This is an optimization exercise on Yosys and OpenROAD, whose aim is small area, not a production implementation.
RTL that was checked went through simulation tests only; none was proved equivalent to the original.
No driver is modelled on the clock port, so clocking that relies on it looks cheaper here than on a real chip.

==> module SevenSegment2digit, before the edit <==
module SevenSegment2digit(sw, count);
input [7:0] sw;
output [3:0] count;
wire s1 = sw[0] ^ sw[1] ^ sw[2];
wire c1 = (sw[0] & sw[1]) | (sw[2] & (sw[0] ^ sw[1]));
wire s2 = sw[3] ^ sw[4] ^ sw[5];
wire c2 = (sw[3] & sw[4]) | (sw[5] & (sw[3] ^ sw[4]));
wire s3 = sw[6] ^ sw[7];
wire c3 = sw[6] & sw[7];
wire s4 = s1 ^ s2 ^ s3;
wire c4 = (s1 & s2) | (s3 & (s1 ^ s2));
wire s5 = c1 ^ c2 ^ c3;
wire c5 = (c1 & c2) | (c3 & (c1 ^ c2));
wire s6 = s5 ^ c4;
wire c6 = s5 & c4;
assign count = {c5 & c6, c5 ^ c6, s6, s4};
endmodule
==> flow/config.mk <==
export PLATFORM = sky130hd
export DESIGN_NAME = main
export DESIGN_NICKNAME = main
export VERILOG_FILES = /design/flow/design.v
export SDC_FILE = /design/flow/constraint.sdc
export NUM_CORES = 4
export LEC_CHECK = 0
export CAP_MARGIN = 20
export CORE_MARGIN = 2
export CORE_UTILIZATION = 40
export SLEW_MARGIN = 20
==> flow/constraint.sdc <==
create_clock -name core_clock -period 10.0 [get_ports {clk}]
set_input_delay 2.0000 -clock core_clock [delete_from_list [all_inputs] [get_ports {clk}]]
set_output_delay 2.0000 -clock core_clock [all_outputs]
set_load 0.01 [all_outputs]
standard.sh (not shown) runs the stock make flow with config.mk's settings and CLKGATE_MAP_FILE= SYNTH_SCRIPT=/design/flow/synth_recipe.tcl, a recipe that flattens the netlist after the stock synthesis.
==> flow/flow/run.sh <==
#!/bin/bash
# Own layout flow: the standard ORFS flow (standard.sh) with these changes.
#  1. Synthesis: ORFS's synthesis with the script of its abc call replaced, in
#     three adder variants: no half/full-adder cell mapping, full adders only,
#     and ORFS's default. Each variant runs with each flow/abc_*.abc and the
#     netlist with the smallest cell area (buffers aside) is kept. Registers are
#     mapped before abc, as in the standard synthesis; the flow checks that the
#     kept netlist has the standard synthesis's registers (names and cell types)
#     and falls back to the standard synthesis if none does.
#  2. Port buffers use the smallest buffer, sky130_fd_sc_hd__buf_1.
#  3. Tie cells are not duplicated per load (SKIP_REPAIR_TIE_FANOUT).
#  4. Clock: before CTS, flow/pre_cts.tcl buffers the clock with one clock buffer
#     per group of registers (OWN_CLK_GROUPS groups by position, OWN_CLKBUF
#     cells); CTS then leaves the buffered net as it is and ORFS's CTS step goes
#     on as usual (legalisation, timing repair).
# Each tool run's full output goes to a log file of its own in the work folder.
set -euo pipefail
W=$PWD
F=$W/flow
export OWN_CLKBUF=${OWN_CLKBUF:-sky130_fd_sc_hd__clkbuf_16}
export OWN_CLK_GROUPS=${OWN_CLK_GROUPS:-1}
R=orfs/results/sky130hd/main/base
TR=results/sky130hd/main/base

regs() {  # register cell types (drive strength dropped) and names of a netlist
  grep -oE 'sky130_fd_sc_hd__[a-z0-9]*df[a-z0-9]*_[0-9]+ +[^ ]+' "$1" | sed -E 's/_[0-9]+ +/ /' | sort
}
area() {  # cell area without buffers from a synth_stat.txt
  awk '/sky130_fd_sc_hd__/ && $3 !~ /__(buf|clkbuf)_/ {s += $2} END {printf "%.3f\n", s}' "$1"
}

# standard synthesis, for its registers
bash standard.sh WORK_HOME="$W/try_std" synth > "$W/synth_std.log" 2>&1
regs "$W/try_std/$TR/1_2_yosys.v" > "$W/regs_std.txt"
test -s "$W/regs_std.txt"

# synthesis scripts: variant x abc script
names=()
for v in noadd fa both; do
  for s in "$F"/abc_*.abc; do
    n=${v}_$(basename "$s" .abc)
    sed 's#log_cmd abc {\*}$abc_args#set abc_args [lreplace $abc_args 1 1 '"$s"']; log_cmd abc {*}$abc_args#' \
      "$FLOW_HOME/scripts/synth.tcl" > "$W/synth_body_$n.tcl"
    grep -q "$s" "$W/synth_body_$n.tcl" || continue
    if [[ $v == fa ]]; then
      sed -i 's#extract_fa {\*}\[dont_use_extract_fa_args\]#extract_fa -fa#' "$W/synth_body_$n.tcl"
      grep -q "extract_fa -fa" "$W/synth_body_$n.tcl" || continue
    fi
    sed "s#source \$::env(SCRIPTS_DIR)/synth.tcl#source $W/synth_body_$n.tcl#" "$W/synth_recipe.tcl" > "$W/synth_$n.tcl"
    grep -q "synth_body_$n" "$W/synth_$n.tcl" || continue
    names+=("$n")
  done
done
adder_arg() { if [[ $1 == noadd_* ]]; then echo "ADDER_MAP_FILE="; else echo "OWN_VARIANT=$1"; fi; }

run_try() {
  local n=$1
  bash standard.sh WORK_HOME="$W/try_$n" SYNTH_SCRIPT="$W/synth_$n.tcl" "$(adder_arg "$n")" synth \
    > "$W/synth_$n.log" 2>&1 || return 0
  regs "$W/try_$n/$TR/1_2_yosys.v" > "$W/regs_$n.txt"
  if cmp -s "$W/regs_std.txt" "$W/regs_$n.txt"; then
    echo "$n $(area "$W/try_$n/reports/sky130hd/main/base/synth_stat.txt")" > "$W/area_$n.txt"
  fi
}
i=0
for n in "${names[@]}"; do
  run_try "$n" &
  i=$((i + 1))
  if (( i % ${NUM_CORES:-4} == 0 )); then wait; fi
done
wait

best=""
best_area=""
for n in "${names[@]}"; do
  [[ -s "$W/area_$n.txt" ]] || continue
  a=$(awk '{print $2}' "$W/area_$n.txt")
  echo "$n $a" >> "$W/synth_areas.txt"
  if [[ -z "$best" ]] || awk -v a="$a" -v b="$best_area" 'BEGIN {exit !(a < b)}'; then
    best=$n
    best_area=$a
  fi
done
echo "chosen: ${best:-standard}" >> "$W/synth_areas.txt"

if [[ -n "$best" ]]; then
  bash standard.sh SYNTH_SCRIPT="$W/synth_$best.tcl" "$(adder_arg "$best")" synth > "$W/synth.log" 2>&1
else
  bash standard.sh synth > "$W/synth.log" 2>&1
fi
regs "$R/1_2_yosys.v" > "$W/regs_final.txt"
cmp "$W/regs_std.txt" "$W/regs_final.txt"

bash standard.sh BUFFER_PORTS_ARGS="-buffer_cell sky130_fd_sc_hd__buf_1" SKIP_REPAIR_TIE_FANOUT=1 \
  PRE_CTS_TCL="$F/pre_cts.tcl" finish > "$W/layout.log" 2>&1
test -s out/final.def
Other scripts of this flow, unchanged in this note and not shown: flow/flow/abc_a2.abc, flow/flow/abc_a7.abc, flow/flow/abc_b1.abc, flow/flow/abc_b2.abc, flow/flow/abc_n3.abc, flow/flow/abc_s3.abc, flow/flow/pre_cts.tcl
Change:
--- a/flow/design.v
+++ b/flow/design.v
@@ -25,21 +25,9 @@
 endmodule
 module SevenSegment2digit(sw, count);
 input [7:0] sw;
 output [3:0] count;
-wire s1 = sw[0] ^ sw[1] ^ sw[2];
-wire c1 = (sw[0] & sw[1]) | (sw[2] & (sw[0] ^ sw[1]));
-wire s2 = sw[3] ^ sw[4] ^ sw[5];
-wire c2 = (sw[3] & sw[4]) | (sw[5] & (sw[3] ^ sw[4]));
-wire s3 = sw[6] ^ sw[7];
-wire c3 = sw[6] & sw[7];
-wire s4 = s1 ^ s2 ^ s3;
-wire c4 = (s1 & s2) | (s3 & (s1 ^ s2));
-wire s5 = c1 ^ c2 ^ c3;
-wire c5 = (c1 & c2) | (c3 & (c1 ^ c2));
-wire s6 = s5 ^ c4;
-wire c6 = s5 & c4;
-assign count = {c5 & c6, c5 ^ c6, s6, s4};
+assign count = sw[0] + sw[1] + sw[2] + sw[3] + sw[4] + sw[5] + sw[6] + sw[7];
 endmodule
 module Countdown(m, digit);
 input [5:0] m;
 output reg [3:0] digit;
After rerunning: Sequential share of layout area stays flat. Final cell count rose by a few percent. Routed wire length rose slightly. Worst hold slack improved by 0.0045 ns. Clock skew rose by 0.0037 ns. Via count rose by a few percent.
Only the layout flow was run in the first run of this note; the RTL was not checked for function there.

## afterwards: timing with drivers on the ports
The flow's constraints put no driver on any port. The routed layouts listed below were extracted and timed again, unchanged, in two steps.
Step 1 assumes that a clkbuf_16 drives the clock port and a buf_2 every other input.
Step 2 also shifts input and output timing later by t, the mid clock arrival at the registers, as if the neighbouring blocks saw the same clock.
Three values: ideal, step 1, step 2; two values: the first two.
| run | t, ns | setup slack, ns | worst hold slack (ns) | worst data-port slew with drivers (ns) |
|---|---|---|---|---|
| the first run | 0.200 | 6.322 / 6.326 / 6.126 | 0.340 / 0.340 / 0.340 | 0.03 |
| the second run | 0.200 | 5.743 / 5.755 / 5.555 | 0.344 / 0.344 / 0.344 | 0.03 |
After both steps every run listed still meets setup and hold. For the first run, which loses most, drivers alone change the setup slack by +0.004 ns; drivers and shift together by -0.196 ns.
